From an optimization exercise on the open Yosys and OpenROAD flow, aimed at small area and a short achievable clock period; shortcuts taken in it are not production practice.
Where RTL was checked, it was by simulation tests only, not by an equivalence proof against the original.
For runs 2, 6 and 7, only the layout was checked, not whether the RTL still works.

## flow/design.v (module list and top-level ports; edited modules follow where they fit)
// module fpu_top: 90 lines
// module mant_mul: 1833 lines
module fpu_top(
    input         clk,
    input         rst,
    input  [31:0] a,
    input  [31:0] b,
    input  [2:0]  consig,
    output [31:0] out,
    output [2:0]  cmp_out
);
  // ...
==> flow/flow/run.sh <==
#!/bin/bash
# Standard synthesis, then a netlist pass that removes the inverters Yosys
# leaves around full adders, then the standard layout with a tighter
# timing-repair target and the smallest buffer on the ports.
set -euo pipefail
R=orfs/results/sky130hd/fpu_top/base
MARGIN=$(cat flow/margin.txt)
bash standard.sh synth > log_synth.txt 2>&1
python3 flow/fixinv.py $R/1_2_yosys.v $R/1_2_yosys_fixinv.v > log_fixinv.txt 2>&1
cp $R/1_2_yosys.v $R/1_2_yosys_orig.v
cp $R/1_2_yosys_fixinv.v $R/1_2_yosys.v
rm -f $R/1_synth.odb $R/1_synth.sdc
bash standard.sh SETUP_SLACK_MARGIN=$MARGIN "BUFFER_PORTS_ARGS=-buffer_cell sky130_fd_sc_hd__buf_1" finish > log_layout.txt 2>&1
==> flow/flow/fixinv.py <==
#!/usr/bin/env python3
"""Remove inverters around full adders in a flat Yosys netlist.

A full adder is self-dual: FA(~a, ~b, ~c) = (~cout, ~sum). Yosys's extract_fa
often leaves an inverter on a full adder's input or output. This pass picks,
for every fa cell, whether it computes in true or complemented polarity so
that as few inverters as possible remain, then rewrites the netlist with one
inverter per net that is still needed in complemented form.
usage: fixinv.py in.v out.v
"""
import re, sys

src = open(sys.argv[1]).read()
m = re.search(r'\bmodule\s+(\w+)\s*\((.*?)\);', src, re.S)
body_start = m.end()
end = src.rindex('endmodule')
header = src[:body_start]
body = src[body_start:end]

stmts = []           # (kind, data)
pos = 0
inst_re = re.compile(r'\s*(sky130_fd_sc_hd__\w+)\s+(\S+)\s*\((.*?)\);', re.S)
decl_re = re.compile(r'\s*(input|output|wire|inout)\b([^;]*);', re.S)
while True:
    mm = decl_re.match(body, pos)
    if mm:
        stmts.append(('decl', mm.group(0)))
        pos = mm.end(); continue
    mm = inst_re.match(body, pos)
    if mm:
        pins = []
        for pm in re.finditer(r'\.(\w+)\s*\(\s*([^()]*?)\s*\)', mm.group(3)):
            pins.append([pm.group(1), pm.group(2)])
        stmts.append(('cell', [mm.group(1), mm.group(2), pins]))
        pos = mm.end(); continue
    rest = body[pos:]
    if rest.strip() == '':
        break
    raise SystemExit('cannot parse near: ' + rest[:200])

OUTS = {'X', 'Y', 'Q', 'Q_N', 'SUM', 'COUT', 'HI', 'LO'}
ports_out = set(); ports_in = set()
def expand(decl):
    mm = re.match(r'\s*(input|output|wire|inout)\s*(\[(\d+):(\d+)\])?\s*(.*)', decl, re.S)
    kind, rng, hi, lo, names = mm.groups()
    res = []
    for n in names.split(','):
        n = n.strip()
        if not n: continue
        if rng:
            a, b = int(hi), int(lo)
            for i in range(min(a, b), max(a, b) + 1):
                res.append('%s[%d]' % (n, i))
        else:
            res.append(n)
    return kind, res, (rng is not None)
for k, d in stmts:
    if k == 'decl':
        kind, nets, _ = expand(d[:-1] if d.endswith(';') else d)
        if kind == 'output': ports_out.update(nets)
        if kind == 'input': ports_in.update(nets)

def is_inv(t): return re.match(r'sky130_fd_sc_hd__(clk)?inv_\d+$', t) is not None
def is_fa(t): return re.match(r'sky130_fd_sc_hd__fa_\d+$', t) is not None

cells = [d for k, d in stmts if k == 'cell']
driver = {}
for c in cells:
    for p, n in c[2]:
        if p in OUTS: driver[n] = c
# removable inverters: output not a port
removable = set()
for c in cells:
    if is_inv(c[0]):
        y = dict(c[2])['Y']
        if y not in ports_out:
            removable.add(id(c))
def root(n):
    q = 0
    seen = 0
    while n in driver and id(driver[n]) in removable:
        n = dict(driver[n][2])['A']; q ^= 1
        seen += 1
        if seen > 100: raise SystemExit('inverter loop')
    return n, q

fas = [c for c in cells if is_fa(c[0])]
fa_of_net = {}
for i, c in enumerate(fas):
    for p, n in c[2]:
        if p in ('SUM', 'COUT'): fa_of_net[n] = i
phase = [0] * len(fas)
# consumers: (fa index or -1, root, q)
cons = []
for c in cells:
    if id(c) in removable: continue
    fi = fas.index(c) if is_fa(c[0]) else -1
    for pi, (p, n) in enumerate(c[2]):
        if p in OUTS: continue
        if n.startswith("1'b") or n == '': continue
        r, q = root(n)
        cons.append((fi, r, q, c, pi))
for po in ports_out:
    # an output port driven through removable inverters is not possible (kept)
    pass

def need(fi, r, q):
    pr = phase[fa_of_net[r]] if r in fa_of_net else 0
    return pr ^ q ^ (phase[fi] if fi >= 0 else 0)

from collections import defaultdict
by_root = defaultdict(list)
by_fa = defaultdict(list)
for k, (fi, r, q, c, pi) in enumerate(cons):
    by_root[r].append(k)
    if fi >= 0: by_fa[fi].append(k)
COMPL = {'nand2_1': 'and2_1', 'and2_1': 'nand2_1', 'nor2_1': 'or2_1', 'or2_1': 'nor2_1',
         'xor2_1': 'xnor2_1', 'xnor2_1': 'xor2_1', 'clkbuf_1': 'clkinv_1', 'buf_1': 'inv_1'}
OUTPIN = {'and2_1': 'X', 'or2_1': 'X', 'nand2_1': 'Y', 'nor2_1': 'Y', 'xor2_1': 'X',
          'xnor2_1': 'Y', 'clkbuf_1': 'X', 'buf_1': 'X', 'inv_1': 'Y', 'clkinv_1': 'Y'}
AREA = {'nand2_1': 3.754, 'and2_1': 6.256, 'nor2_1': 3.754, 'or2_1': 6.256, 'xor2_1': 8.758,
        'xnor2_1': 8.758, 'clkbuf_1': 3.754, 'clkinv_1': 3.754, 'buf_1': 3.754, 'inv_1': 3.754}
INV_AREA = 3.754
def compl_delta(r):
    d = driver.get(r)
    if d is None or id(d) in removable or r in ports_out or is_fa(d[0]): return None
    t = d[0].replace('sky130_fd_sc_hd__', '')
    if t not in COMPL: return None
    return AREA[COMPL[t]] - AREA[t]
delta_of = {}
def root_cost(r):
    ns = [need(*cons[k][:3]) for k in by_root[r]]
    if not any(ns): return 0.0
    if all(ns):
        if r not in delta_of: delta_of[r] = compl_delta(r)
        dl = delta_of[r]
        if dl is not None and dl < INV_AREA: return dl
    return INV_AREA
def fa_roots(i):
    rs = set(cons[k][1] for k in by_fa[i])
    for p, n in fas[i][2]:
        if p in ('SUM', 'COUT'): rs.add(n)
    return rs
total = sum(root_cost(r) for r in by_root)
sys.stderr.write('inverters before: %d removable, cost at phase 0: %.1f\n' % (len(removable), total))
improved = True
it = 0
while improved and it < 50:
    improved = False; it += 1
    for i in range(len(fas)):
        rs = fa_roots(i)
        before = sum(root_cost(r) for r in rs)
        phase[i] ^= 1
        after = sum(root_cost(r) for r in rs)
        if after < before:
            improved = True
        else:
            phase[i] ^= 1
import random
random.seed(1)
def anneal(init):
    global phase
    phase[:] = init
    cur = sum(root_cost(r) for r in by_root)
    best = cur; bestph = phase[:]
    T = 2.0
    for step in range(150000):
        i = random.randrange(len(fas))
        rs = fa_roots(i)
        before = sum(root_cost(r) for r in rs)
        phase[i] ^= 1
        after = sum(root_cost(r) for r in rs)
        d = after - before
        if d <= 0 or random.random() < pow(2.718, -d / T):
            cur += d
            if cur < best - 1e-9:
                best = cur; bestph = phase[:]
        else:
            phase[i] ^= 1
        T = max(0.1, T * 0.99996)
    return best, bestph
res = [anneal([0] * len(fas)), anneal([1] * len(fas))]
sys.stderr.write('anneal from 0: %.1f, from 1: %.1f\n' % (res[0][0], res[1][0]))
best, bestph = min(res, key=lambda x: x[0])
phase[:] = bestph
total = sum(root_cost(r) for r in by_root)
sys.stderr.write('after %d passes: cost %.1f um2, %d adders flipped\n' % (it, total, sum(phase)))

flipped_roots = set()
for r, ks in by_root.items():
    d = driver.get(r)
    if d is None or id(d) in removable or r in ports_out: continue
    t = d[0].replace('sky130_fd_sc_hd__', '')
    if t not in COMPL or is_fa(d[0]): continue
    if all(need(*cons[k][:3]) for k in ks):
        nt = COMPL[t]
        d[0] = 'sky130_fd_sc_hd__' + nt
        for pin in d[2]:
            if pin[0] == OUTPIN[t]: pin[0] = OUTPIN[nt]
        flipped_roots.add(r)
sys.stderr.write('%d driver cells replaced by their complement\n' % len(flipped_roots))
def need2(fi, r, q):
    return need(fi, r, q) ^ (1 if r in flipped_roots else 0)

# rewrite
comp = {}
newcells = []
cnt = [0]
def compnet(r):
    if r not in comp:
        cnt[0] += 1
        comp[r] = 'fixinv_n%d' % cnt[0]
        newcells.append(('sky130_fd_sc_hd__inv_1', 'fixinv_%d' % cnt[0], [['A', r], ['Y', comp[r]]]))
    return comp[r]
for fi, r, q, c, pi in cons:
    c[2][pi][1] = compnet(r) if need2(fi, r, q) else r
removed_nets = set()
for c in cells:
    if id(c) in removable:
        removed_nets.add(dict(c[2])['Y'])
used = set()
for c in cells:
    if id(c) in removable: continue
    for p, n in c[2]: used.add(n)
def esc(n):
    return n + ' ' if n.startswith('\\') else n
out = [header]
for k, d in stmts:
    if k == 'decl':
        mm = re.match(r'(\s*)wire\s+(\S+)\s*;', d)
        if mm and not mm.group(2).startswith('[') and mm.group(2) in removed_nets and mm.group(2) not in used:
            continue
        out.append(d)
    else:
        if id(d) in removable: continue
        out.append('\n  %s %s (%s);' % (d[0], d[1], ', '.join('.%s(%s)' % (p, esc(n)) for p, n in d[2])))
for n in comp.values():
    out.append('\n  wire %s;' % n)
for t, nm, pins in newcells:
    out.append('\n  %s %s (%s);' % (t, nm, ', '.join('.%s(%s)' % (p, esc(n)) for p, n in pins)))
out.append('\nendmodule\n')
open(sys.argv[2], 'w').write(''.join(out))
==> flow/flow/margin.txt <==
7
==> flow/standard.sh <==
#!/bin/bash
# synth_recipe.tcl (not shown) runs the flow's synth.tcl, then flattens the netlist and writes it again
# the make line also repeats each setting of config.mk as NAME=value (left out here)
make -C /OpenROAD-flow-scripts/flow DESIGN_CONFIG=/design/flow/config.mk WORK_HOME=/design/flow/orfs CLKGATE_MAP_FILE= SYNTH_SCRIPT=/design/flow/synth_recipe.tcl "${@:-finish}"
==> flow/config.mk <==
export PLATFORM = sky130hd
export DESIGN_NAME = fpu_top
export DESIGN_NICKNAME = fpu_top
export VERILOG_FILES = /design/flow/design.v
export SDC_FILE = /design/flow/constraint.sdc
export NUM_CORES = 4
export LEC_CHECK = 0
export CAP_MARGIN = 20
export CORE_MARGIN = 2
export CORE_UTILIZATION = 72
export CTS_BUF_LIST = sky130_fd_sc_hd__clkbuf_4 sky130_fd_sc_hd__clkbuf_8
export SLEW_MARGIN = 20
==> flow/constraint.sdc <==
create_clock -name core_clock -period 14.0 [get_ports {clk}]
set_input_delay 2.8000 -clock core_clock [delete_from_list [all_inputs] [get_ports {clk}]]
set_output_delay 2.8000 -clock core_clock [all_outputs]
set_load 0.01 [all_outputs]
==> impl_metrics.csv, run 1 <==
group,metric,value,unit
grt,grt-ovfl-total,0,
synthesis,syn_nets,3120,
grt,grt_usage,43.7,%
setup_path,path_delay_family,"simple AND/OR/NAND/NOR gates",
final_layout,top_register,"mp",
final_layout,n_all_buffers,194,
outcome,status,"finished clean",
grt,grtUsageMet3,14.3,%
setup_path,max_stage_delay,0.32,ns
route,wl_met3,10.5,mm
final_layout,final.fill_count,2221,
setup_path,worstPathRequired,11.20,ns
final_layout,synthToLayoutAreaGrowth,8.18,%
route,routedWlPerCell,25.3,um
place,postPlaceCellArea,25200,um2
sta,final_hold_viol_count,0,
synthesis,syn_area,24300,um2
setup_path,r2r_cells,22,
final_layout,n_clock_buffer,17,
clock_network,cts_hold_buf,0,
setup_path,path_buf_inv,2,
final_layout,mostFrequentLayoutCells,"fa_1, nand2_1, inv_1, ha_1, dfrtp_1",
sta,fin_tns_setup,0,ns
setup_path,crit_path_end,"out[11]",
clock_network,cts.sinks,152,
route,wl,74.5,mm
setup_path,cp-end-kind,"output port",
sta,tightest_slew,1.17,ns
route,post_drt_via_cell_ratio,6.43,
clock_network,cts_max_path_buffers,2,
final_layout,largest_reg_flops,25,
grt,grt_first_pass_wirelength,115,mm
synthesis,syn_inst,2402,
worst_hold_path,min_path_type,"flop to flop",
sta,holdWs,0.350,ns
final_layout,design.seq.count,152,
setup_path,cp-start-kind,"primary input",
grt,grtUsageMet2,66.8,%
==> module fpu_top, before the edit <==
module fpu_top(
    input         clk,
    input         rst,
    input  [31:0] a,
    input  [31:0] b,
    input  [2:0]  consig,
    output [31:0] out,
    output [2:0]  cmp_out
);
    reg         sa, sb;      
    reg  [7:0]  ea, eb;      
    reg  [22:0] ma, mb;      
    reg         eq;          
    reg         gt;          
    reg         lsel;        
    reg         cz;          
    wire [2:0]  p = {sa, sb, gt};
    wire        psel_a = (p == 3'b001) | (p == 3'b111) | (p == 3'b010);
    wire        pclr   = (p == 3'b011) | (p == 3'b100);
    always @(posedge clk or posedge rst) begin
        if (rst) begin
            sa <= 1'b0; sb <= 1'b0; eq <= 1'b0; gt <= 1'b0;
            ea <= 8'd0; eb <= 8'd0; ma <= 23'd0; mb <= 23'd0;
            lsel <= 1'b0; cz <= 1'b0;
        end else begin
            sa <= a[31];
            sb <= b[31];
            eq <= a[30:0] == b[30:0];
            gt <= a[30:0] > b[30:0];
            ea <= a[30:23];
            eb <= b[30:23];
            ma <= a[22:0];
            mb <= b[22:0];
            lsel <= psel_a;
            cz <= pclr;
        end
    end
    wire        aclr = (p == 3'b011) | (p == 3'b101);
    wire        swap = (p == 3'b000) | (p == 3'b100) | (p == 3'b110);
    wire [8:0]  sx = cz ? 9'd0 : (lsel ? {sa, ea} : {sb, eb});
    wire [7:0]  diff = lsel ? (ea - eb) : (eb - ea);
    wire [22:0] c = (cz | aclr) ? 23'd0 : (lsel ? ma : mb);
    wire [22:0] dsrc = lsel ? mb : ma;
    wire [22:0] d = (cz | aclr | (diff >= 8'd23)) ? 23'd0 : (dsrc >> diff[4:0]);
    wire        x = consig[0];
    wire [22:0] t = c + (x ? ~d : d) + {22'd0, x & ~swap};
    wire [22:0] fsum = (x & swap) ? ~t : t;
    reg  [22:0] snext;       
    reg  [22:0] afrac;       
    wire [47:0] prod;
    mant_mul mm (.ma(ma), .mb(mb), .p(prod));
    wire [8:0]  esum = {1'b0, ea} + {1'b0, eb};
    wire        in_zero = (ea == 8'd0) | (eb == 8'd0);
    wire        ez_n = in_zero | (esum < 9'd127);           
    wire        eo_n = ~ez_n & (esum >= 9'd382);            
    reg         ms;          
    reg  [24:0] mp;          
    reg  [7:0]  me;          
    reg         mz, mo;      
    reg         mz0, mo1;    
    always @(posedge clk or posedge rst) begin
        if (rst) begin
            snext <= 23'd0;
            afrac <= 23'd0;
            ms <= 1'b0; mp <= 25'd0; me <= 8'd0;
            mz <= 1'b0; mo <= 1'b0; mz0 <= 1'b0; mo1 <= 1'b0;
        end else begin
            snext <= fsum;
            afrac <= snext;
            ms  <= sa ^ sb;
            mp  <= prod[47:23];
            me  <= esum[7:0] + 8'd129;
            mz  <= ez_n;
            mo  <= eo_n;
            mz0 <= ~ez_n & (esum == 9'd127);
            mo1 <= ~ez_n & (esum == 9'd381);
        end
    end
    wire        h = mp[24];
    wire        mzero = mz | (mz0 & ~h);
    wire        minf  = ~mzero & (mo | (mo1 & h));
    wire [7:0]  mexp  = me + {7'd0, h};
    wire [22:0] mfrac = h ? mp[23:1] : mp[22:0];
    wire [31:0] mres  = mzero ? {ms, 31'd0} :
                        minf  ? {ms, 8'hff, 23'd0} :
                                {ms, mexp, mfrac};
    assign cmp_out = (consig == 3'b000) ? {sa, sb, eq} : 3'b000;
    assign out = (consig == 3'b001 || consig == 3'b010) ? {sx, afrac} :
                 (consig == 3'b011) ? mres : 32'd0;
endmodule
==> run 2: changes to the inputs <==
--- a/flow/design.v
+++ b/flow/design.v
@@ -85,9 +85,22 @@
     wire [31:0] mres  = mzero ? {ms, 31'd0} :
                         minf  ? {ms, 8'hff, 23'd0} :
                                 {ms, mexp, mfrac};
-    assign cmp_out = (consig == 3'b000) ? {sa, sb, eq} : 3'b000;
-    assign out = (consig == 3'b001 || consig == 3'b010) ? {sx, afrac} :
-                 (consig == 3'b011) ? mres : 32'd0;
+    out_sel osel (.consig(consig), .add_res({sx, afrac}), .mul_res(mres),
+                  .cmp_res({sa, sb, eq}), .out(out), .cmp_out(cmp_out));
+endmodule
+module out_sel(
+    input  [2:0]  consig,
+    input  [31:0] add_res,
+    input  [31:0] mul_res,
+    input  [2:0]  cmp_res,
+    output [31:0] out,
+    output [2:0]  cmp_out
+);
+    wire sel_cmp = consig == 3'b000;
+    wire sel_add = consig == 3'b001 || consig == 3'b010;
+    wire sel_mul = consig == 3'b011;
+    assign cmp_out = {3{sel_cmp}} & cmp_res;
+    assign out = ({32{sel_add}} & add_res) | ({32{sel_mul}} & mul_res);
 endmodule
 module mant_mul(
     input  [22:0] ma,
--- a/flow/config.mk
+++ b/flow/config.mk
@@ -7,6 +7,8 @@
 export LEC_CHECK = 0
 export CAP_MARGIN = 20
 export CORE_MARGIN = 2
-export CORE_UTILIZATION = 72
+export CORE_UTILIZATION = 65
 export CTS_BUF_LIST = sky130_fd_sc_hd__clkbuf_4 sky130_fd_sc_hd__clkbuf_8
 export SLEW_MARGIN = 20
+export SYNTH_HIERARCHICAL = 1
+export SYNTH_MINIMUM_KEEP_SIZE = 0
==> impl_metrics.csv, run 2 <==
group,metric,value,unit
clock_network,ctsHtreeMaxLevel,4,
final_layout,top_register,"mp",
route,ant_nets,0,
sta,fin_tns_setup,0,ns
run,max_cap_violations,0,
route,wl,77.5,mm
setup_path,crit_arrival,4.08,ns
synthesis,syn_area,25100,um2
floorplan,ios,104,
floorplan,start_util,65.5,%
sta,rsz0062_at_grt,"false",
grt,grt-ovfl-total,0,
sta,slew_headroom,28.1,%
sta,final_hold_viol_count,0,
sta,setup_ws,7.12,ns
final_layout,post-route-util,71.2,%
clock_network,numCtsBuffers,17,
floorplan,die-area,40300,um2
grt,antenna_found_initial,1,
final_layout,final_area,27300,um2
setup_path,critPathKind,"primary input to output port",
sta,clock.fmax,145,MHz
final_layout,diodes,0,
sta,fin_crit,6.88,ns
clock_network,cts-root-buf,"clkbuf_8",
sta,finClkSkew,0.0186,ns
route,routedWlPerCell,25.1,um
route,drt_iter0_drc,2054,
place,pre_cts_ws,6.48,ns
final_layout,final_nets,3273,
setup_path,path_max_fanout,48,
synthesis,syn_inst,2472,
final_layout,synthToLayoutAreaGrowth,8.74,%
synthesis,yosys_warnings,7,
synthesis,avgSynthCellArea,10.2,um2
grt,grt_pass1_vias,21000,
grt,grt_max_degree,82,
route,vias,19300,
sta,slew_viol_final,0,
worst_hold_path,min_path_type,"flop to flop",
outcome,status,"finished clean",
sta,tightest_slew,1.06,ns
final_layout,mostFrequentLayoutCells,"fa_1, nand2_1, inv_1, ha_1, dfrtp_1",
setup_path,cp-start-kind,"primary input",
sta,setup_viol_count_final,0,
floorplan,fp.dieW,201,um
synthesis,syn_nets,3192,
place,port_buffers,103,
clock_network,cts.sinks,152,
floorplan,rows,72,
route,dr.pass1.iters,5,
final_layout,drive_gt1_share,9.63,%
grt,grt_first_pass_wirelength,120,mm
place,gp_congestion,0.980,
floorplan,core_area,38400,um2
floorplan,die_h,201,um
place,postPlaceCellArea,26000,um2
clock_network,insertion_delay,0.49,ns
clock_network,clkTransAtPathRegs,0.10,ns
setup_path,cp-end-kind,"output port",
clock_network,cts_tree,"done",
clock_network,cts_max_path_buffers,2,
final_layout,mostFrequentLayoutCell,"fa_1",
place,dpl.hpwl,55.3,mm
grt,grt_usage,39.8,%
final_layout,final.fill_count,2914,
setup_path,worstPathRequired,11.20,ns
route,post_drt_via_cell_ratio,6.27,
sta,fin_crit_sh,49.2,%
final_layout,largest_reg_flops,25,
route,drc_errors,0,
[run 2: cell count changes in the layout (fill, tap and decap cells not counted), moves of 10 or more]
cell	before	now
buf_1	85	101
buf_4	64	51
clkbuf_2	11	1
a211oi_1	5	35
mux4_2	12	24
a21oi_1	57	109
o21ai_0	61	39
buf_6	9	20
nand2_1	446	474
mux2i_1	83	106
and2_1	95	59
or2_1	47	28
[run 2: per-layer routing]
layer / global-route usage, % / vias up / routed length (um) / part of all wire, %
li1: - / 8096 / - / -
met4: 14.3 / 0 / 3200 / 4.1
met2: 60.4 / 1314 / 34300 / 44
met5: 0 / - / 0 / 0
met3: 13.5 / 262 / 10400 / 13
met1: 54.0 / 9663 / 29600 / 38
[run 2: stage by stage]
stage          hold slack [ns]  cells
6_report                 0.338   3084
5_1_grt                  0.343   3084
4_1_cts                  0.341   3054
3_5_place_dp             0.335   3010
3_3_place_gp             0.332   3009
2_1_floorplan            0.331   2472
[run 2: timing repair]
action | in CTS | in global routing
buffers inserted | 9 | 22
gates resized for setup | 49 | 69
hold buffers | 0 | 0
pin swaps | 4 | 9
gates cloned | 3 | 8
setup endpoints to repair | 27 | 24
[run 2: final cells by class]
type | count | area, um2 | share of cell area (%)
multi-input cells | 1982 | 20000 | 73.3
flip-flops and latches | 152 | 3820 | 14.0
repair buffers | 203 | 1640 | 6.02
inverters | 197 | 790 | 2.89
well taps | 518 | 648 | 2.37
clock buffers | 18 | 241 | 0.883
clock inverters | 14 | 139 | 0.508
[run 2: worst max-delay path: stages]
cell	delay, ns
clkbuf_8	0.34
buf_12	0.31
mux2i_1	0.12
a211oi_1	0.28
buf_1	0.18
[run 2: final timing paths]
| kind | from | endpoint | slack (ns) | cells after the start |
|---|---|---|---|---|
| min reg2reg | snext[21] | afrac[21] | 0.34 | 0 |
| min | snext[21] | afrac[21] | 0.34 | 0 |
| max reg2reg | ma[17] | mp[15] | 7.18 | 22 |
| min in group asynchronous | rst | afrac[12] | 2.39 | 2 |
| max | consig[0] | out[27] | 7.12 | 5 |
| max in group asynchronous | rst | ma[8] | 10.34 | 3 |
==> run 3: changes to the inputs <==
--- a/flow/design.v
+++ b/flow/design.v
@@ -85,22 +85,9 @@
     wire [31:0] mres  = mzero ? {ms, 31'd0} :
                         minf  ? {ms, 8'hff, 23'd0} :
                                 {ms, mexp, mfrac};
-    out_sel osel (.consig(consig), .add_res({sx, afrac}), .mul_res(mres),
-                  .cmp_res({sa, sb, eq}), .out(out), .cmp_out(cmp_out));
-endmodule
-module out_sel(
-    input  [2:0]  consig,
-    input  [31:0] add_res,
-    input  [31:0] mul_res,
-    input  [2:0]  cmp_res,
-    output [31:0] out,
-    output [2:0]  cmp_out
-);
-    wire sel_cmp = consig == 3'b000;
-    wire sel_add = consig == 3'b001 || consig == 3'b010;
-    wire sel_mul = consig == 3'b011;
-    assign cmp_out = {3{sel_cmp}} & cmp_res;
-    assign out = ({32{sel_add}} & add_res) | ({32{sel_mul}} & mul_res);
+    assign cmp_out = (consig == 3'b000) ? {sa, sb, eq} : 3'b000;
+    assign out = (consig == 3'b001 || consig == 3'b010) ? {sx, afrac} :
+                 (consig == 3'b011) ? mres : 32'd0;
 endmodule
 module mant_mul(
     input  [22:0] ma,
--- a/flow/flow/fixinv.py
+++ b/flow/flow/fixinv.py
@@ -128,10 +128,23 @@
     if t not in COMPL: return None
     return AREA[COMPL[t]] - AREA[t]
 delta_of = {}
+# half adders whose two inputs both arrive complemented become xor2 + nor2
+partner = {}
+ha_pins = defaultdict(dict)
+for k, (fi, r, q, c, pi) in enumerate(cons):
+    if re.match(r'sky130_fd_sc_hd__ha_1$', c[0]):
+        ha_pins[id(c)][c[2][pi][0]] = k
+for d in ha_pins.values():
+    if 'A' in d and 'B' in d:
+        partner[d['A']] = d['B']; partner[d['B']] = d['A']
+def absorbed(k):
+    return k in partner and need(*cons[k][:3]) and need(*cons[partner[k]][:3])
 def root_cost(r):
-    ns = [need(*cons[k][:3]) for k in by_root[r]]
+    ks = by_root[r]
+    ab = [absorbed(k) for k in ks]
+    ns = [need(*cons[k][:3]) and not a for k, a in zip(ks, ab)]
     if not any(ns): return 0.0
-    if all(ns):
+    if all(need(*cons[k][:3]) for k in ks) and not any(ab):
         if r not in delta_of: delta_of[r] = compl_delta(r)
         dl = delta_of[r]
         if dl is not None and dl < INV_AREA: return dl
@@ -140,6 +153,9 @@
     rs = set(cons[k][1] for k in by_fa[i])
     for p, n in fas[i][2]:
         if p in ('SUM', 'COUT'): rs.add(n)
+    for r in list(rs):
+        for k in by_root[r]:
+            if k in partner: rs.add(cons[partner[k]][1])
     return rs
 total = sum(root_cost(r) for r in by_root)
 sys.stderr.write('inverters before: %d removable, cost at phase 0: %.1f\n' % (len(removable), total))
@@ -186,8 +202,20 @@
 total = sum(root_cost(r) for r in by_root)
 sys.stderr.write('after %d passes: cost %.1f um2, %d adders flipped\n' % (it, total, sum(phase)))
 
+absorbed_set = set(k for k in range(len(cons)) if absorbed(k))
+nconv = 0
+for k in absorbed_set:
+    c = cons[k][3]
+    if c[0] == 'sky130_fd_sc_hd__ha_1':
+        pins = dict(c[2])
+        c[0] = 'sky130_fd_sc_hd__xor2_1'
+        c[2] = [['A', pins['A']], ['B', pins['B']], ['X', pins['SUM']]]
+        c.append(['sky130_fd_sc_hd__nor2_1', c[1] + '_nor', [['A', pins['A']], ['B', pins['B']], ['Y', pins['COUT']]]])
+        nconv += 1
+sys.stderr.write('%d half adders turned into xor2 + nor2\n' % nconv)
 flipped_roots = set()
 for r, ks in by_root.items():
+    if any(k in absorbed_set for k in ks): continue
     d = driver.get(r)
     if d is None or id(d) in removable or r in ports_out: continue
     t = d[0].replace('sky130_fd_sc_hd__', '')
@@ -212,7 +240,12 @@
         comp[r] = 'fixinv_n%d' % cnt[0]
         newcells.append(('sky130_fd_sc_hd__inv_1', 'fixinv_%d' % cnt[0], [['A', r], ['Y', comp[r]]]))
     return comp[r]
-for fi, r, q, c, pi in cons:
+for k, (fi, r, q, c, pi) in enumerate(cons):
+    if k in absorbed_set:
+        # pins A/B keep their index in the rewritten xor2/nor2 lists
+        c[2][pi][1] = r
+        c[3][2][pi][1] = r
+        continue
     c[2][pi][1] = compnet(r) if need2(fi, r, q) else r
 removed_nets = set()
 for c in cells:
@@ -234,6 +267,9 @@
     else:
         if id(d) in removable: continue
         out.append('\n  %s %s (%s);' % (d[0], d[1], ', '.join('.%s(%s)' % (p, esc(n)) for p, n in d[2])))
+        if len(d) > 3:
+            e = d[3]
+            out.append('\n  %s %s (%s);' % (e[0], esc(e[1]), ', '.join('.%s(%s)' % (p, esc(n)) for p, n in e[2])))
 for n in comp.values():
     out.append('\n  wire %s;' % n)
 for t, nm, pins in newcells:
==> flow/flow/margin.txt (replaced) <==
7.25
--- a/flow/config.mk
+++ b/flow/config.mk
@@ -10,5 +10,3 @@
 export CORE_UTILIZATION = 65
 export CTS_BUF_LIST = sky130_fd_sc_hd__clkbuf_4 sky130_fd_sc_hd__clkbuf_8
 export SLEW_MARGIN = 20
-export SYNTH_HIERARCHICAL = 1
-export SYNTH_MINIMUM_KEEP_SIZE = 0
==> impl_metrics.csv, run 3 <==
group,metric,value,unit
grt,grt-ovfl-total,0,
final_layout,seqCellArea,3820,um2
route,dr.pass1.iters,8,
synthesis,yosys_warnings,1,
place,pre_cts_ws,6.29,ns
sta,setup_ws,7.17,ns
sta,tightest_slew,0.911,ns
synthesis,syn_area,24000,um2
synthesis,syn_inst,2387,
setup_path,r2r_start,"mb[4]",
route,routedWlPerCell,25.1,um
sta,slew_headroom,39.3,%
final_layout,diodes,0,
sta,rsz0062_at_grt,"true",
setup_path,r2r_cells,20,
clock_network,cts_max_path_buffers,2,
final_layout,drive_gt1_share,10.8,%
worst_hold_path,hp-start,"snext[19]",
grt,grt_max_degree,74,
final_layout,mostFrequentLayoutCell,"nand2_1",
route,drc_errors,0,
setup_path,critPathSlowestCell,"or2_4",
setup_path,max_stage_delay,0.34,ns
setup_path,critPathKind,"primary input to output port",
grt,grt_first_pass_wirelength,115,mm
setup_path,r2r_end,"mp[15]",
setup_path,cp-start-kind,"primary input",
route,drt_iter0_drc,1990,
setup_path,cp-end-kind,"output port",
place,port_buffers,103,
final_layout,final.fill_count,2746,
synthesis,syn_nets,3070,
sta,slew_viol_final,0,
floorplan,start_util,65.8,%
floorplan,fp.dieW,196,um
outcome,status,"finished clean",
worst_hold_path,min_path_type,"flop to flop",
clock_network,numCtsBuffers,17,
final_layout,final_nets,3165,
sta,clock.fmax,146,MHz
route,ant_nets,0,
clock_network,clkTransAtPathRegs,0.10,ns
floorplan,die_h,196,um
place,dpl.hpwl,52.4,mm
grt,antenna_found_initial,1,
setup_path,worstPathRequired,11.20,ns
sta,setup_viol_count_final,0,
setup_path,crit_arrival,4.03,ns
clock_network,cts_hold_buf,0,
setup_path,path_max_fanout,6,
final_layout,multiInputGateArea,19300,um2
floorplan,core_area,36400,um2
route,post_drt_via_cell_ratio,6.30,
synthesis,avgSynthCellArea,10.0,um2
final_layout,top_register,"mp",
clock_network,ctsHtreeMaxLevel,4,
route,wl,74.4,mm
sta,fin_crit_sh,48.8,%
setup_path,crit_chain,"clkbuf_16 > nor4bb_4 > o21ai_4 > or2_4 > o21ai_2 > buf_2",
setup_path,reg2reg_slack,7.38,ns
clock_network,cts_tree,"done",
sta,finClkSkew,0.0227,ns
route,vias,18700,
grt,grt_usage,40.6,%
clock_network,cts-root-buf,"clkbuf_8",
clock_network,insertion_delay,0.49,ns
final_layout,post-route-util,72.2,%
run,max_cap_violations,0,
worst_hold_path,min_to,"afrac[19]",
floorplan,rows,70,
place,gp_congestion,0.956,
final_layout,mostFrequentLayoutCells,"nand2_1, fa_1, dfrtp_1, nor2_1, inv_1",
sta,final_hold_viol_count,0,
sta,fin_crit,6.83,ns
worst_hold_path,min_path_cells,0,
floorplan,ios,104,
sta,fin_tns_setup,0,ns
clock_network,cts.sinks,152,
final_layout,largest_reg_flops,25,
grt,grt_pass1_vias,19900,
final_layout,synthToLayoutAreaGrowth,9.85,%
floorplan,die-area,38400,um2
==> run 3: cell types whose count changed in the layout (fill, tap and decap cells not counted), moves of 29 or more <==
cell and change:
or2_1 +29, buf_1 -32, nand2_1 +50, a211oi_1 -29, and2_1 -43, inv_1 -50
xor2_1 +40, a21oi_1 -54, ha_1 -35
==> run 3: worst max path at each step <==
| stage | from | to | depth (start not counted) |
|---|---|---|---|
| 3_5_place_dp | consig[0] | out[1] | 6 |
| 5_1_grt | lsel | snext[22] | 22 |
| 4_1_cts | consig[0] | out[6] | 6 |
| 2_1_floorplan | consig[2] | out[11] | 5 |
| 6_report | consig[0] | out[13] | 6 |
| 3_3_place_gp | consig[0] | out[11] | 6 |
==> run 3: timing repair <==
action / CTS / global route
resized for setup: 117 / 69
setup buffers: 16 / 24
pin swaps: 25 / 13
setup endpoints to repair: 52 / 52
cloned: 6 / 4
==> run 3: per-stage QoR <==
| stage | std cells | instance area, um2 | hold slack [ns] |
|---|---|---|---|
| finish | 2963 | 26300 | 0.348 |
| global route | 2963 | 26300 | 0.363 |
| CTS | 2935 | 25800 | 0.350 |
| detailed placement | 2881 | 24900 | 0.335 |
| global placement | 2881 | 24900 | 0.333 |
| floorplan | 2387 | 24000 | 0.331 |
==> run 3: cell type report <==
| class | instances | area share, % |
|---|---|---|
| Inverter | 149 | 2.34 |
| Sequential cell | 152 | 14.5 |
| Clock inverter | 14 | 0.685 |
| Multi-Input combinational cell | 1956 | 73.4 |
| Clock buffer | 18 | 0.917 |
| Tap cell | 468 | 2.22 |
| Timing Repair Buffer | 206 | 5.92 |
==> run 3: worst max-delay path: cells and delay by family <==
kind                   cells  cell delay [ns]
AOI/OAI and AO/OA          2             0.32
and+or+nand+nor            2             0.67
buffers and inverters      2             0.23
==> run 3: per-layer routing <==
layer  global-route usage, %  up-vias  share of wire, %
met3                    11.2      263                13
met5                       0        -             0.012
met4                    17.1        2               5.2
met2                    61.8     1255                44
met1                    55.6     9384                38
li1                        -     7776                 -
==> run 4: changes to the inputs <==
==> flow/flow/margin.txt (replaced) <==
7
==> impl_metrics.csv, run 4 <==
group,metric,value,unit
grt,grt_first_pass_wirelength,116,mm
sta,finClkSkew,0.0195,ns
run,max_cap_violations,0,
setup_path,reg2reg_slack,7.14,ns
floorplan,ios,104,
synthesis,yosys_warnings,1,
final_layout,diodes,0,
route,vias,18500,
floorplan,start_util,65.8,%
synthesis,syn_inst,2387,
route,dr.pass1.iters,6,
sta,clock.fmax,144,MHz
place,gp_congestion,0.949,
final_layout,synthToLayoutAreaGrowth,7.12,%
sta,setup_ws,7.07,ns
route,routedWlPerCell,25.2,um
final_layout,drive_gt1_share,7.26,%
final_layout,largest_reg_flops,25,
sta,fin_tns_setup,0,ns
worst_hold_path,min_path_cells,0,
floorplan,core_area,36400,um2
outcome,status,"finished clean",
clock_network,cts-root-buf,"clkbuf_8",
route,wl,73.9,mm
sta,rsz0062_at_grt,"true",
setup_path,worstPathRequired,11.20,ns
setup_path,crit_arrival,4.13,ns
sta,fin_crit_sh,49.5,%
grt,grt_pass1_vias,20100,
route,post_drt_via_cell_ratio,6.31,
setup_path,crit_path_start,"consig[1]",
route,drt_iter0_drc,1750,
clock_network,cts_max_path_buffers,2,
floorplan,rows,70,
clock_network,ctsHtreeMaxLevel,4,
sta,slew_headroom,23.8,%
sta,slew_viol_final,0,
setup_path,cp-end-kind,"output port",
final_layout,mostFrequentLayoutCell,"nand2_1",
route,drc_errors,0,
worst_hold_path,min_path_type,"flop to flop",
synthesis,avgSynthCellArea,10.0,um2
final_layout,instances_no_fill,2933,
route,ant_nets,0,
floorplan,die_h,196,um
setup_path,cp-start-kind,"primary input",
clock_network,insertion_delay,0.48,ns
sta,setup_viol_count_final,0,
place,port_buffers,103,
clock_network,numCtsBuffers,17,
final_layout,mostFrequentLayoutCells,"nand2_1, fa_1, dfrtp_1, inv_1, nor2_1",
worst_hold_path,hp-start,"snext[17]",
setup_path,critPathKind,"primary input to output port",
setup_path,r2r_start,"mb[16]",
sta,fin_crit,6.93,ns
place,dpl.hpwl,53.6,mm
place,pre_cts_ws,6.27,ns
sta,final_hold_viol_count,0,
grt,grt_usage,40.8,%
grt,antenna_found_initial,0,
sta,holdWs,0.344,ns
sta,tightest_slew,1.14,ns
grt,grt_max_degree,82,
synthesis,syn_nets,3070,
final_layout,top_register,"mp",
place,placed_cells,2880,
grt,grt-ovfl-total,0,
final_layout,final_nets,3135,
clock_network,clkTransAtPathRegs,0.09,ns
setup_path,r2r_cells,21,
setup_path,path_max_fanout,11,
clock_network,cts_tree,"done",
clock_network,cts.sinks,152,
floorplan,die-area,38400,um2
floorplan,fp.dieW,196,um
synthesis,syn_area,24000,um2
==> run 4: layout make-up <==
type                            count  area (um2)
Clock inverter                     15         158
Timing Repair Buffer              177        1100
Inverter                          149         602
Multi-Input combinational cell   1955       19200
Clock buffer                       17         234
Tap cell                          468         586
Sequential cell                   152        3810
Fill cell                        2786       10800
==> run 4: critical path, cell delays in order <==
cell,delay [ns]
buf_2,0.15
nor4bb_4,0.36
o21ai_4,0.16
or2_4,0.33
o21ai_0,0.17
buf_1,0.16
==> run 4: timing repair <==
item / 4_1_cts / 5_1_grt
setup endpoints to repair: 47 / 35
cloned: 1 / 2
hold buffers: 0 / 0
buffers inserted: 15 / 3
gates resized for setup: 45 / 37
pin swaps: 1 / 3
==> run 4: per-stage QoR <==
stage               area [um2]  utilization (%)
floorplan                24000                -
global placement         24800             68.1
detailed placement       24800             68.1
CTS                      25500             70.0
global route             25700             70.4
finish                   25700             70.4
==> run 4: final timing paths <==
path | to
min in group asynchronous | snext[20]
max | out[12]
max in group asynchronous | mb[9]
min | afrac[17]
min reg2reg | afrac[17]
max reg2reg | mp[24]
==> run 4: per-layer routing <==
layer | GRT usage, % | wire, um | vias up
met2 | 63.4 | 33700 | 1217
met5 | 0 | 0 | -
met4 | 15.4 | 3320 | 0
li1 | - | - | 7700
met1 | 54.1 | 28000 | 9348
met3 | 13.2 | 8820 | 246
==> run 5: changes to the inputs <==
--- a/flow/flow/fixinv.py
+++ b/flow/flow/fixinv.py
@@ -203,16 +203,6 @@
 sys.stderr.write('after %d passes: cost %.1f um2, %d adders flipped\n' % (it, total, sum(phase)))
 
 absorbed_set = set(k for k in range(len(cons)) if absorbed(k))
-nconv = 0
-for k in absorbed_set:
-    c = cons[k][3]
-    if c[0] == 'sky130_fd_sc_hd__ha_1':
-        pins = dict(c[2])
-        c[0] = 'sky130_fd_sc_hd__xor2_1'
-        c[2] = [['A', pins['A']], ['B', pins['B']], ['X', pins['SUM']]]
-        c.append(['sky130_fd_sc_hd__nor2_1', c[1] + '_nor', [['A', pins['A']], ['B', pins['B']], ['Y', pins['COUT']]]])
-        nconv += 1
-sys.stderr.write('%d half adders turned into xor2 + nor2\n' % nconv)
 flipped_roots = set()
 for r, ks in by_root.items():
     if any(k in absorbed_set for k in ks): continue
@@ -227,6 +217,18 @@
             if pin[0] == OUTPIN[t]: pin[0] = OUTPIN[nt]
         flipped_roots.add(r)
 sys.stderr.write('%d driver cells replaced by their complement\n' % len(flipped_roots))
+# convert the absorbing half adders only now, so that the driver table above
+# still shows them as half adders
+nconv = 0
+for k in absorbed_set:
+    c = cons[k][3]
+    if c[0] == 'sky130_fd_sc_hd__ha_1':
+        pins = dict(c[2])
+        c[0] = 'sky130_fd_sc_hd__xor2_1'
+        c[2] = [['A', pins['A']], ['B', pins['B']], ['X', pins['SUM']]]
+        c.append(['sky130_fd_sc_hd__nor2_1', c[1] + '_nor', [['A', pins['A']], ['B', pins['B']], ['Y', pins['COUT']]]])
+        nconv += 1
+sys.stderr.write('%d half adders turned into xor2 + nor2\n' % nconv)
 def need2(fi, r, q):
     return need(fi, r, q) ^ (1 if r in flipped_roots else 0)
 
==> impl_metrics.csv, run 5 <==
group,metric,value,unit
outcome,status,"finished clean",
setup_path,path_delay_family,"simple AND/OR/NAND/NOR gates",
setup_path,cp-end-kind,"output port",
clock_network,cts-root-buf,"clkbuf_8",
clock_network,clkTransAtPathRegs,0.10,ns
clock_network,ctsHtreeMaxLevel,4,
setup_path,crit_chain,"buf_2 > nor4bb_4 > o21ai_4 > or2_4 > o21ai_0 > buf_1",
final_layout,mostFrequentLayoutCells,"nand2_1, fa_1, dfrtp_1, inv_1, nor2_1",
place,gp_congestion,0.958,
place,port_buffers,103,
grt,grt_pass1_vias,20000,
place,dpl.hpwl,53.0,mm
final_layout,drive_gt1_share,7.56,%
sta,slew_viol_final,0,
sta,slew_headroom,26.1,%
grt,grt_first_pass_wirelength,114,mm
route,wl,74.0,mm
final_layout,largest_reg_flops,25,
sta,rsz0062_at_grt,"true",
floorplan,ios,104,
sta,fin_crit,6.98,ns
final_layout,final.fill_count,2831,
grt,grt_max_degree,82,
route,dr.pass1.iters,6,
sta,clock.fmax,143,MHz
setup_path,path_max_fanout,6,
setup_path,critPathSlowestCell,"nor4bb_4",
floorplan,die_h,196,um
grt,use_met1,55.2,%
grt,grtUsageMet2,61.5,%
place,pre_cts_ws,6.28,ns
synthesis,syn_nets,3071,
grt,antenna_found_initial,3,
floorplan,rows,70,
route,ant_nets,0,
floorplan,core_area,36400,um2
synthesis,yosys_warnings,1,
clock_network,insertion_delay,0.49,ns
sta,final_hold_viol_count,0,
grt,grt_usage,40.1,%
sta,finClkSkew,0.0242,ns
sta,setup_ws,7.02,ns
floorplan,fp.dieW,196,um
setup_path,critPathKind,"primary input to output port",
sta,fin_crit_sh,49.9,%
route,drc_errors,0,
floorplan,start_util,65.8,%
floorplan,die-area,38400,um2
grt,busiest_layer,"met2",
setup_path,path_buf_inv,2,
sta,fin_tns_setup,0,ns
worst_hold_path,min_path_type,"flop to flop",
setup_path,max_stage_delay,0.37,ns
synthesis,avgSynthCellArea,10.0,um2
synthesis,syn_area,24000,um2
route,routedWlPerCell,25.1,um
place,postPlaceCellArea,24800,um2
clock_network,cts.sinks,152,
sta,tightest_slew,1.11,ns
final_layout,final_nets,3145,
grt,grtUsageMet3,10.1,%
route,drt_iter0_drc,1922,
final_layout,synthToLayoutAreaGrowth,7.76,%
route,vias,18600,
run,max_cap_violations,0,
route,post_drt_via_cell_ratio,6.31,
final_layout,post-route-util,70.9,%
clock_network,cts_tree,"done",
clock_network,numCtsBuffers,17,
grt,grt-ovfl-total,0,
final_layout,final_area,25800,um2
clock_network,cts_max_path_buffers,2,
sta,holdWs,0.339,ns
final_layout,top_register,"mp",
setup_path,crit_arrival,4.18,ns
sta,setup_viol_count_final,0,
clock_network,cts_hold_buf,0,
synthesis,syn_inst,2388,
setup_path,worstPathRequired,11.20,ns
setup_path,cp-start-kind,"primary input",
final_layout,mostFrequentLayoutCell,"nand2_1",
==> run 5: cell count changes in the layout (fill, tap and decap cells not counted), moves of 3 or more <==
cell | previous run | this run
dfrtp_2 | 5 | 8
buf_6 | 9 | 12
inv_8 | 2 | 5
clkbuf_16 | 2 | 6
dfrtp_1 | 146 | 142
==> run 5: final timing paths <==
check                               start  cells after the start        end  slack (ns)
min in group asynchronous             rst                      2  snext[20]        2.41
worst max-delay path            consig[1]                      6    out[13]        7.02
worst max register to register      mb[4]                     22     mp[24]        7.16
worst min-delay path            snext[19]                      0  afrac[19]        0.34
max in group asynchronous             rst                      3     ma[11]       10.38
worst min register to register  snext[19]                      0  afrac[19]        0.34
==> run 5: per-stage QoR <==
step / cells
after global routing: 2943
after detailed placement: 2882
after floorplan: 2388
after CTS: 2918
final: 2945
after global placement: 2882
==> run 5: final cells by class <==
class	count	area [um2]	share of cell area, %
timing repair inverter	1	5.00	0.0194
clock buffer	18	241	0.935
multi-input combinational	1955	19200	74.2
clock inverter	14	154	0.596
antenna	2	5.00	0.0194
inverter	150	602	2.33
timing repair buffer	185	1260	4.87
sequential	152	3820	14.8
tap	468	586	2.27
==> run 5: repair_timing <==
action | 4_1_cts | 5_1_grt
setup endpoints to repair | 44 | 35
resized for setup | 26 | 60
hold endpoints to repair | 0 | 0
setup buffers | 3 | 18
cloned | 1 | 7
pin swaps | 1 | 2
==> run 5: routing by layer <==
metal  part of all wire [%]  wire (um)
met1                     38      28000
met2                     45      33000
met3                     12       9190
met4                    5.2       3840
met5                  0.042         31
==> run 6: changes to the inputs <==
--- a/flow/design.v
+++ b/flow/design.v
@@ -57,34 +57,30 @@
     reg         ms;          
     reg  [24:0] mp;          
     reg  [7:0]  me;          
-    reg         mz, mo;      
-    reg         mz0, mo1;    
+    reg         mk;          
+    reg         mi;          
+    wire        hn = prod[47];
+    wire        zero_n = ez_n | ((esum == 9'd127) & ~hn);
+    wire        inf_n  = ~zero_n & (eo_n | ((esum == 9'd381) & hn));
     always @(posedge clk or posedge rst) begin
         if (rst) begin
             snext <= 23'd0;
             afrac <= 23'd0;
-            ms <= 1'b0; mp <= 25'd0; me <= 8'd0;
-            mz <= 1'b0; mo <= 1'b0; mz0 <= 1'b0; mo1 <= 1'b0;
+            ms <= 1'b0; mp <= 25'd0; me <= 8'd0; mk <= 1'b0; mi <= 1'b0;
         end else begin
             snext <= fsum;
             afrac <= snext;
             ms  <= sa ^ sb;
             mp  <= prod[47:23];
             me  <= esum[7:0] + 8'd129;
-            mz  <= ez_n;
-            mo  <= eo_n;
-            mz0 <= ~ez_n & (esum == 9'd127);
-            mo1 <= ~ez_n & (esum == 9'd381);
+            mk  <= zero_n | inf_n;
+            mi  <= inf_n;
         end
     end
     wire        h = mp[24];
-    wire        mzero = mz | (mz0 & ~h);
-    wire        minf  = ~mzero & (mo | (mo1 & h));
     wire [7:0]  mexp  = me + {7'd0, h};
     wire [22:0] mfrac = h ? mp[23:1] : mp[22:0];
-    wire [31:0] mres  = mzero ? {ms, 31'd0} :
-                        minf  ? {ms, 8'hff, 23'd0} :
-                                {ms, mexp, mfrac};
+    wire [31:0] mres  = {ms, {8{mi}} | ({8{~mk}} & mexp), {23{~mk}} & mfrac};
     assign cmp_out = (consig == 3'b000) ? {sa, sb, eq} : 3'b000;
     assign out = (consig == 3'b001 || consig == 3'b010) ? {sx, afrac} :
                  (consig == 3'b011) ? mres : 32'd0;
--- a/flow/flow/fixinv.py
+++ b/flow/flow/fixinv.py
@@ -203,6 +203,16 @@
 sys.stderr.write('after %d passes: cost %.1f um2, %d adders flipped\n' % (it, total, sum(phase)))
 
 absorbed_set = set(k for k in range(len(cons)) if absorbed(k))
+nconv = 0
+for k in absorbed_set:
+    c = cons[k][3]
+    if c[0] == 'sky130_fd_sc_hd__ha_1':
+        pins = dict(c[2])
+        c[0] = 'sky130_fd_sc_hd__xor2_1'
+        c[2] = [['A', pins['A']], ['B', pins['B']], ['X', pins['SUM']]]
+        c.append(['sky130_fd_sc_hd__nor2_1', c[1] + '_nor', [['A', pins['A']], ['B', pins['B']], ['Y', pins['COUT']]]])
+        nconv += 1
+sys.stderr.write('%d half adders turned into xor2 + nor2\n' % nconv)
 flipped_roots = set()
 for r, ks in by_root.items():
     if any(k in absorbed_set for k in ks): continue
@@ -217,18 +227,6 @@
             if pin[0] == OUTPIN[t]: pin[0] = OUTPIN[nt]
         flipped_roots.add(r)
 sys.stderr.write('%d driver cells replaced by their complement\n' % len(flipped_roots))
-# convert the absorbing half adders only now, so that the driver table above
-# still shows them as half adders
-nconv = 0
-for k in absorbed_set:
-    c = cons[k][3]
-    if c[0] == 'sky130_fd_sc_hd__ha_1':
-        pins = dict(c[2])
-        c[0] = 'sky130_fd_sc_hd__xor2_1'
-        c[2] = [['A', pins['A']], ['B', pins['B']], ['X', pins['SUM']]]
-        c.append(['sky130_fd_sc_hd__nor2_1', c[1] + '_nor', [['A', pins['A']], ['B', pins['B']], ['Y', pins['COUT']]]])
-        nconv += 1
-sys.stderr.write('%d half adders turned into xor2 + nor2\n' % nconv)
 def need2(fi, r, q):
     return need(fi, r, q) ^ (1 if r in flipped_roots else 0)
 
==> impl_metrics.csv, run 6 <==
group,metric,value,unit
setup_path,critPathKind,"flop to flop",
sta,finClkSkew,0.0195,ns
setup_path,cpMostUsedCell,"fa_1",
setup_path,cp-start-kind,"flop",
clock_network,cts-root-buf,"clkbuf_8",
clock_network,cts_max_path_buffers,2,
clock_network,cts_tree,"done",
route,vias,19100,
run,max_cap_violations,0,
clock_network,insertion_delay,0.49,ns
route,wl,78.0,mm
grt,grt-ovfl-total,0,
grt,grt_pass1_vias,20200,
place,port_buffers,103,
sta,fin_crit,6.91,ns
route,dr.pass1.iters,10,
final_layout,synthToLayoutAreaGrowth,9.31,%
floorplan,core_area,36500,um2
sta,tightest_slew,1.04,ns
sta,fin_crit_sh,49.4,%
floorplan,fp.dieW,196,um
setup_path,crit_arrival,7.24,ns
grt,grt_first_pass_wirelength,117,mm
place,dpl.hpwl,55.3,mm
clock_network,clkTransAtPathRegs,0.10,ns
floorplan,start_util,65.7,%
grt,grt_max_degree,78,
floorplan,rows,70,
route,post_drt_via_cell_ratio,6.40,
setup_path,critPathSlowestCell,"fa_1",
outcome,status,"finished clean",
final_layout,final.fill_count,2738,
synthesis,yosys_warnings,1,
setup_path,cp-end-kind,"flop",
final_layout,multiInputGateArea,19200,um2
floorplan,ios,104,
sta,slew_viol_final,0,
sta,setup_ws,7.09,ns
setup_path,path_max_fanout,10,
synthesis,syn_inst,2393,
grt,grt_usage,41.6,%
place,gp_congestion,0.980,
floorplan,die-area,38500,um2
final_layout,mostFrequentLayoutCell,"nand2_1",
route,drc_errors,0,
setup_path,crit_chain,"buf_12 > clkinvlp_4 > or2_1 > fa_1 > fa_1 > fa_1 > fa_1 > fa_1 > fa_1 > fa_1 > fa_1 > inv_1 > ha_1 > a21o_1 > a211oi_2 > o21ai_1 > a31o_2 > a21oi_4 > o31ai_4 > a21oi_2 > a2bb2oi_2 > o211ai_1",
place,pre_cts_ws,6.22,ns
sta,final_hold_viol_count,0,
setup_path,worstPathRequired,14.33,ns
sta,setup_viol_count_final,0,
sta,clock.fmax,145,MHz
synthesis,syn_area,24000,um2
setup_path,max_stage_delay,0.54,ns
route,routedWlPerCell,26.1,um
clock_network,ctsHtreeMaxLevel,4,
final_layout,post-route-util,71.8,%
route,drt_iter0_drc,2004,
final_layout,final_nets,3184,
final_layout,final_area,26200,um2
clock_network,cts.sinks,150,
floorplan,die_h,196,um
clock_network,numCtsBuffers,17,
final_layout,drive_gt1_share,9.03,%
grt,antenna_found_initial,2,
place,postPlaceCellArea,24800,um2
sta,rsz0062_at_grt,"true",
sta,fin_tns_setup,0,ns
route,ant_nets,0,
synthesis,avgSynthCellArea,10.0,um2
final_layout,seqCellArea,3780,um2
sta,slew_headroom,30.0,%
final_layout,mostFrequentLayoutCells,"nand2_1, fa_1, dfrtp_1, nor2_1, inv_1",
synthesis,syn_nets,3075,
final_layout,largest_reg_flops,25,
final_layout,top_register,"mp",
worst_hold_path,min_path_type,"flop to flop",
==> run 6: critical path, delay by kind of cell, from the launching register on <==
family | cells | cell delay (ns)
and+or+nand+nor | 1 | 0.25
DFF | 1 | 0.41
adders and majority gates | 9 | 3.96
buffers and inverters | 3 | 0.36
AOI/OAI and AO/OA | 9 | 1.76
==> run 6: area by class of cell <==
type	instances	share of cell area (%)
Inverter	147	2.42
Multi-Input combinational cell	1965	73.3
Clock inverter	15	0.510
Clock buffer	17	0.892
Timing Repair Buffer	221	6.17
Tap cell	468	2.23
Sequential cell	150	14.4
Antenna cell	3	0.0286
==> run 6: per-stage QoR <==
| step | hold WS (ns) | cells |
|---|---|---|
| floorplan | 0.331 | 2393 |
| global placement | 0.333 | 2884 |
| detailed placement | 0.335 | 2884 |
| CTS | 0.353 | 2937 |
| global route | 0.361 | 2984 |
| finish | 0.352 | 2986 |
==> run 6: final timing paths <==
path | start | to | slack, ns | cells past startpoint
worst max-delay path | mb[4] | mk | 7.09 | 22
worst min-delay path | snext[3] | afrac[3] | 0.35 | 0
worst max register to register | mb[4] | mk | 7.09 | 22
worst min register to register | snext[3] | afrac[3] | 0.35 | 0
max in group asynchronous | rst | mp[15] | 10.18 | 3
min in group asynchronous | rst | lsel | 2.43 | 2
==> run 6: timing repair <==
action	4_1_cts	5_1_grt
pin swaps	0	4
gates cloned	0	7
hold buffers	0	0
gates resized for setup	40	61
setup buffers	21	39
setup endpoints to repair	54	35
==> run 6: routing by layer <==
metal  GRT usage [%]  vias to the layer above  share of wire [%]
met3            11.8                      312                 13
met2            63.3                     1434                 44
met5               0                        -              0.014
li1                -                     7850                  -
met4            20.2                        2                5.4
met1            55.8                     9520                 37
==> run 7: changes to the inputs <==
--- a/flow/flow/fixinv.py
+++ b/flow/flow/fixinv.py
@@ -203,16 +203,6 @@
 sys.stderr.write('after %d passes: cost %.1f um2, %d adders flipped\n' % (it, total, sum(phase)))
 
 absorbed_set = set(k for k in range(len(cons)) if absorbed(k))
-nconv = 0
-for k in absorbed_set:
-    c = cons[k][3]
-    if c[0] == 'sky130_fd_sc_hd__ha_1':
-        pins = dict(c[2])
-        c[0] = 'sky130_fd_sc_hd__xor2_1'
-        c[2] = [['A', pins['A']], ['B', pins['B']], ['X', pins['SUM']]]
-        c.append(['sky130_fd_sc_hd__nor2_1', c[1] + '_nor', [['A', pins['A']], ['B', pins['B']], ['Y', pins['COUT']]]])
-        nconv += 1
-sys.stderr.write('%d half adders turned into xor2 + nor2\n' % nconv)
 flipped_roots = set()
 for r, ks in by_root.items():
     if any(k in absorbed_set for k in ks): continue
@@ -227,6 +217,18 @@
             if pin[0] == OUTPIN[t]: pin[0] = OUTPIN[nt]
         flipped_roots.add(r)
 sys.stderr.write('%d driver cells replaced by their complement\n' % len(flipped_roots))
+# convert the absorbing half adders only now, so that the driver table above
+# still shows them as half adders
+nconv = 0
+for k in absorbed_set:
+    c = cons[k][3]
+    if c[0] == 'sky130_fd_sc_hd__ha_1':
+        pins = dict(c[2])
+        c[0] = 'sky130_fd_sc_hd__xor2_1'
+        c[2] = [['A', pins['A']], ['B', pins['B']], ['X', pins['SUM']]]
+        c.append(['sky130_fd_sc_hd__nor2_1', c[1] + '_nor', [['A', pins['A']], ['B', pins['B']], ['Y', pins['COUT']]]])
+        nconv += 1
+sys.stderr.write('%d half adders turned into xor2 + nor2\n' % nconv)
 def need2(fi, r, q):
     return need(fi, r, q) ^ (1 if r in flipped_roots else 0)
 
==> impl_metrics.csv, run 7 <==
group,metric,value,unit
place,dpl.hpwl,55.3,mm
sta,fin_crit,6.91,ns
sta,rsz0062_at_grt,"true",
clock_network,ctsHtreeMaxLevel,4,
final_layout,drive_gt1_share,9.03,%
worst_hold_path,hp-start,"snext[3]",
setup_path,worstPathRequired,14.33,ns
setup_path,cp-end-kind,"flop",
final_layout,final.fill_count,2738,
clock_network,cts_max_path_buffers,2,
sta,fin_tns_setup,0,ns
setup_path,crit_path_start,"mb[4]",
place,gp_congestion,0.980,
route,post_drt_via_cell_ratio,6.40,
final_layout,mostFrequentLayoutCells,"nand2_1, fa_1, dfrtp_1, nor2_1, inv_1",
final_layout,instances_no_fill,2986,
setup_path,r2r_start,"mb[4]",
grt,antenna_found_initial,2,
setup_path,path_max_fanout,10,
grt,grt-ovfl-total,0,
run,max_cap_violations,0,
floorplan,rows,70,
setup_path,crit_arrival,7.24,ns
grt,grt_first_pass_wirelength,117,mm
route,vias,19100,
clock_network,cts_tree,"done",
floorplan,core_area,36500,um2
synthesis,avgSynthCellArea,10.0,um2
route,ant_nets,0,
final_layout,largest_reg_flops,25,
clock_network,cts-root-buf,"clkbuf_8",
floorplan,fp.dieW,196,um
final_layout,synthToLayoutAreaGrowth,9.31,%
sta,finClkSkew,0.0195,ns
setup_path,critPathKind,"flop to flop",
clock_network,cts_hold_buf,0,
sta,clock.fmax,145,MHz
outcome,status,"finished clean",
clock_network,cts.sinks,150,
clock_network,numCtsBuffers,17,
sta,slew_viol_final,0,
route,drc_errors,0,
final_layout,post-route-util,71.8,%
synthesis,yosys_warnings,1,
final_layout,mostFrequentLayoutCell,"nand2_1",
grt,grt_usage,41.6,%
sta,setup_ws,7.09,ns
route,wl,78.0,mm
synthesis,syn_nets,3075,
synthesis,syn_inst,2393,
route,dr.pass1.iters,10,
clock_network,clkTransAtPathRegs,0.10,ns
final_layout,final_nets,3184,
floorplan,start_util,65.7,%
synthesis,syn_area,24000,um2
floorplan,die_h,196,um
worst_hold_path,min_path_type,"flop to flop",
floorplan,ios,104,
sta,slew_headroom,30.0,%
route,drt_iter0_drc,2004,
sta,fin_crit_sh,49.4,%
sta,holdWs,0.352,ns
route,routedWlPerCell,26.1,um
setup_path,cp-start-kind,"flop",
sta,final_hold_viol_count,0,
sta,setup_viol_count_final,0,
final_layout,top_register,"mp",
place,pre_cts_ws,6.22,ns
grt,grt_pass1_vias,20200,
sta,tightest_slew,1.04,ns
floorplan,die-area,38500,um2
place,port_buffers,103,
clock_network,insertion_delay,0.49,ns
grt,grt_max_degree,78,
place,placed_cells,2884,
run 7: final timing paths:
path	slack, ns	end	cells past startpoint
setup / recovery	7.09	mk	22
hold / removal	0.35	afrac[3]	0
setup reg to reg	7.09	mk	22
hold reg to reg	0.35	afrac[3]	0
max in group asynchronous	10.18	mp[15]	3
min in group asynchronous	2.43	lsel	2
run 7: repair_timing:
action | 4_1_cts | 5_1_grt
endpoints found under the setup margin | 54 | 35
pin swaps | 0 | 4
resized for setup | 40 | 61
cloned | 0 | 7
buffers inserted | 21 | 39
run 7: worst max-delay path, stage by stage, from the launching register on:
cell	delay [ns]
dfrtp_2	0.41
buf_12	0.16
clkinvlp_4	0.13
or2_1	0.25
fa_1	0.49
fa_1	0.54
fa_1	0.43
fa_1	0.41
fa_1	0.41
fa_1	0.46
fa_1	0.39
fa_1	0.51
inv_1	0.07
ha_1	0.32
a21o_1	0.19
a211oi_2	0.26
o21ai_1	0.12
a31o_2	0.28
a21oi_4	0.26
o31ai_4	0.16
a21oi_2	0.20
a2bb2oi_2	0.17
o211ai_1	0.12
run 7: per-layer routing:
metal,wire length [um],vias up,GRT usage [%]
li1,-,7850,-
met5,11,-,0
met2,34700,1434,63.3
met4,4200,2,20.2
met1,28700,9520,55.8
met3,10400,312,11.8
run 7: area by class of cell:
class | instances | area (um2) | share of cell area [%]
Antenna cell | 3 | 7.51 | 0.0286
Sequential cell | 150 | 3780 | 14.4
Inverter | 147 | 636 | 2.42
Timing Repair Buffer | 221 | 1620 | 6.17
Multi-Input combinational cell | 1965 | 19200 | 73.3
Clock inverter | 15 | 134 | 0.510
Tap cell | 468 | 586 | 2.23
Clock buffer | 17 | 234 | 0.892
run 7: metrics by stage:
| step | area, um2 |
|---|---|
| after detailed placement | 24800 |
| after floorplan | 24000 |
| after global routing | 26200 |
| final | 26200 |
| after CTS | 25500 |
| after global placement | 24800 |

-- afterwards: timing with drivers on the ports --
No port has a modelled driver above. Below, the same layouts with a new extraction and two added sets of constraints.
Step 1 assumes that a clkbuf_16 drives the clock port and a buf_2 every other input.
Step 2 adds t to the input delays and takes it off the output delays; t is the mean of the earliest and latest rising clock arrival at the registers after step 1. Input paths then give back, and output paths get back, about the clock's delay inside the block.
Three values: no drivers, after step 1, after step 2; two values: the first two.
run | shift t [ns] | slack for setup (ns) | hold slack, ns | worst setup path after step 2 | pins driven straight from the clock port
run 1 | 0.520 | 7.044 / 6.990 / 6.990 | 0.350 / 0.350 / 0.350 | input to output | 1
run 2 | 0.528 | 7.118 / 7.084 / 7.084 | 0.338 / 0.338 / 0.338 | input to output | 1
run 3 | 0.524 | 7.165 / 7.075 / 7.075 | 0.348 / 0.348 / 0.348 | input to output | 1
run 4 | 0.512 | 7.069 / 7.017 / 7.017 | 0.344 / 0.344 / 0.344 | input to output | 1
run 5 | 0.524 | 7.019 / 6.970 / 6.970 | 0.339 / 0.339 / 0.339 | input to output | 1
run 6 | 0.527 | 7.087 / 7.065 / 7.065 | 0.352 / 0.352 / 0.352 | input to output | 1
run 7 | 0.527 | 7.087 / 7.065 / 7.065 | 0.352 / 0.352 / 0.352 | input to output | 1
After both steps setup and hold are still met in every run listed. The setup slack of run 3, which loses most, moves by -0.090 ns with the drivers and by -0.090 ns with both steps.
